What follows belongs to an exercise in optimizing a design on an open flow for small area and a short achievable clock period; a production flow would make more cautious choices.
Only simulation tests tie the RTL to the original design; equivalence was not proved.
Power figures rest on the tool's default switching activity, not on a simulated workload.

// cpu
module cpu(PC, INSTRUCTION, CLK, RESET);
    input  [31:0] INSTRUCTION;
    input         CLK, RESET;
    output [31:0] PC;
    wire       vld = (INSTRUCTION[31:28] == 4'd0);
    wire [3:0] o   = INSTRUCTION[27:24];
    wire [7:0] off = INSTRUCTION[23:16];
    wire [2:0] rd  = INSTRUCTION[18:16];
    wire [2:0] rt  = INSTRUCTION[10:8];
    wire [2:0] rs  = INSTRUCTION[2:0];
    wire [7:0] imm = INSTRUCTION[7:0];
    reg [7:0] r0, r1, r2, r3, r4, r5, r6, r7;    
    reg [7:0] e_a, e_b;                          
    reg [3:0] e_o;                               
    reg [2:0] e_rd;                              
    reg       e_we, e_br;                        
    reg       e_eq;                              
    reg [7:0] p_l;                               
    reg [21:0] p_u;                              
    reg [7:0] p_t;                               
    reg       p_c, p_s;                          
    wire [7:0] res;
    wire       take;
    alu u_alu(.o(e_o), .a(e_a), .b(e_b), .br(e_br), .eq(e_eq), .res(res), .take(take));
    wire [7:0] wen;
    wdec u_wdec(.we(e_we), .rd(e_rd), .rst(RESET), .wen(wen));
    wire [7:0] wd = res & {8{~RESET}};
    always @(posedge CLK) begin
        if (wen[0]) r0 <= wd;
        if (wen[1]) r1 <= wd;
        if (wen[2]) r2 <= wd;
        if (wen[3]) r3 <= wd;
        if (wen[4]) r4 <= wd;
        if (wen[5]) r5 <= wd;
        if (wen[6]) r6 <= wd;
        if (wen[7]) r7 <= wd;
    end
    wire [29:0] pc;
    pcout u_pc(.l(p_l), .u(p_u), .t(p_t), .c(p_c), .s(p_s), .take(take), .pc(pc));
    assign PC = {pc, 2'b00};
    wire [8:0] tsum = {1'b0, pc[7:0]} + {1'b0, off} + 9'd1;
    always @(posedge CLK) begin
        p_l <= pc[7:0] | {8{RESET}};
        p_u <= pc[29:8] | {22{RESET}};
        p_t <= tsum[7:0];
        p_c <= tsum[8];
        p_s <= off[7];
    end
    wire [7:0] q1, q2;
    rdmux rm1(.s(rt), .i0(r0), .i1(r1), .i2(r2), .i3(r3), .i4(r4), .i5(r5), .i6(r6), .i7(r7), .o(q1));
    rdmux rm2(.s(rs), .i0(r0), .i1(r1), .i2(r2), .i3(r3), .i4(r4), .i5(r5), .i6(r6), .i7(r7), .o(q2));
    wire f1 = e_we & (e_rd == rt);
    wire f2 = e_we & (e_rd == rs);
    wire [7:0] d1 = f1 ? res : q1;
  ...
For scale: ~1200 cells after synthesis, about 130 flip-flops, ~66 I/O pins, about 8600 µm² of cells after synthesis.
export LEC_CHECK = 0
export ABC_AREA = 1
export CAP_MARGIN = 20
export CORE_MARGIN = 2
export CORE_UTILIZATION = 40
export SETUP_SLACK_MARGIN = 4.5
export SLEW_MARGIN = 20
create_clock -name core_clock -period 11.0 [get_ports {CLK}]
standard.sh (not shown) runs the stock make flow with config.mk's settings and CLKGATE_MAP_FILE= SYNTH_SCRIPT=/design/flow/synth_recipe.tcl, a recipe that flattens the netlist after the stock synthesis.
==> flow/flow/run.sh <==
#!/bin/bash
# Standard ORFS layout (the standard.sh) with: plain buf_1 port buffers,
# a lighter clock tree (clkbuf_8, no dummy loads), and a tighter setup repair target.
export BUFFER_PORTS_ARGS="-buffer_cell sky130_fd_sc_hd__buf_1"
export CTS_ARGS="-sink_clustering_enable -repair_clock_nets -buf_list sky130_fd_sc_hd__clkbuf_8 -root_buf sky130_fd_sc_hd__clkbuf_8 -sink_clustering_size 30 -sink_clustering_max_diameter 100 -dont_use_dummy_load"
bash standard.sh SETUP_SLACK_MARGIN=6.5 TNS_END_PERCENT=5 finish > standard.log 2>&1
==> next run, changes <==
==> flow/flow/run.sh (replaced) <==
#!/bin/bash
# Standard ORFS layout (the standard.sh) with: plain buf_1 port buffers,
# a lighter clock tree (clkbuf_8, no dummy loads), and a tighter setup repair target.
export BUFFER_PORTS_ARGS="-buffer_cell sky130_fd_sc_hd__buf_1"
export CTS_ARGS="-sink_clustering_enable -repair_clock_nets -buf_list sky130_fd_sc_hd__clkbuf_8 -root_buf sky130_fd_sc_hd__clkbuf_8 -sink_clustering_size 20 -dont_use_dummy_load"
bash standard.sh SETUP_SLACK_MARGIN=6.25 TNS_END_PERCENT=0 finish > standard.log 2>&1
Outcome:
- non-clock buffer count went down by 8
- core utilization went down by 0.95 points
- final area went down by a few percent
- total power went down by a few percent
- critical path depth went up by 4
- die area does not change
- area after synthesis does not change
- clock skew stays flat
- worst setup slack got worse by 130 ps
- combinational power went down by a few percent
- via count went down slightly

==> afterwards: timing with drivers on the ports <==
How much do the figures lean on ideal ports? The routed layouts below were timed once more, with nothing changed but the port constraints. Step 1 (the two cells are an assumption about what drives the block):
set clk [get_ports {CLK}]
set_driving_cell -lib_cell sky130_fd_sc_hd__clkbuf_16 $clk
set_driving_cell -lib_cell sky130_fd_sc_hd__buf_2 [delete_from_list [all_inputs] $clk]
Step 2 adds t to the input delays and takes it off the output delays; t is the mean of the earliest and latest rising clock arrival at the registers after step 1. Input paths then give back, and output paths get back, about the clock's delay inside the block. Slacks: ideal ports / drivers / drivers and shift; pairs: ideal ports / drivers.
| run | t (ns) | setup WS [ns] | worst register clock-pin slew, ns |
|---|---|---|---|
| the first run | 0.477 | 6.548 / 6.509 / 6.387 | 0.09 / 0.09 |
| the second run | 0.477 | 6.420 / 6.380 / 6.385 | 0.09 / 0.09 |
After both steps every run listed still meets setup and hold. For the first run, which loses most, drivers alone change the setup slack by -0.039 ns; drivers and shift together by -0.161 ns.
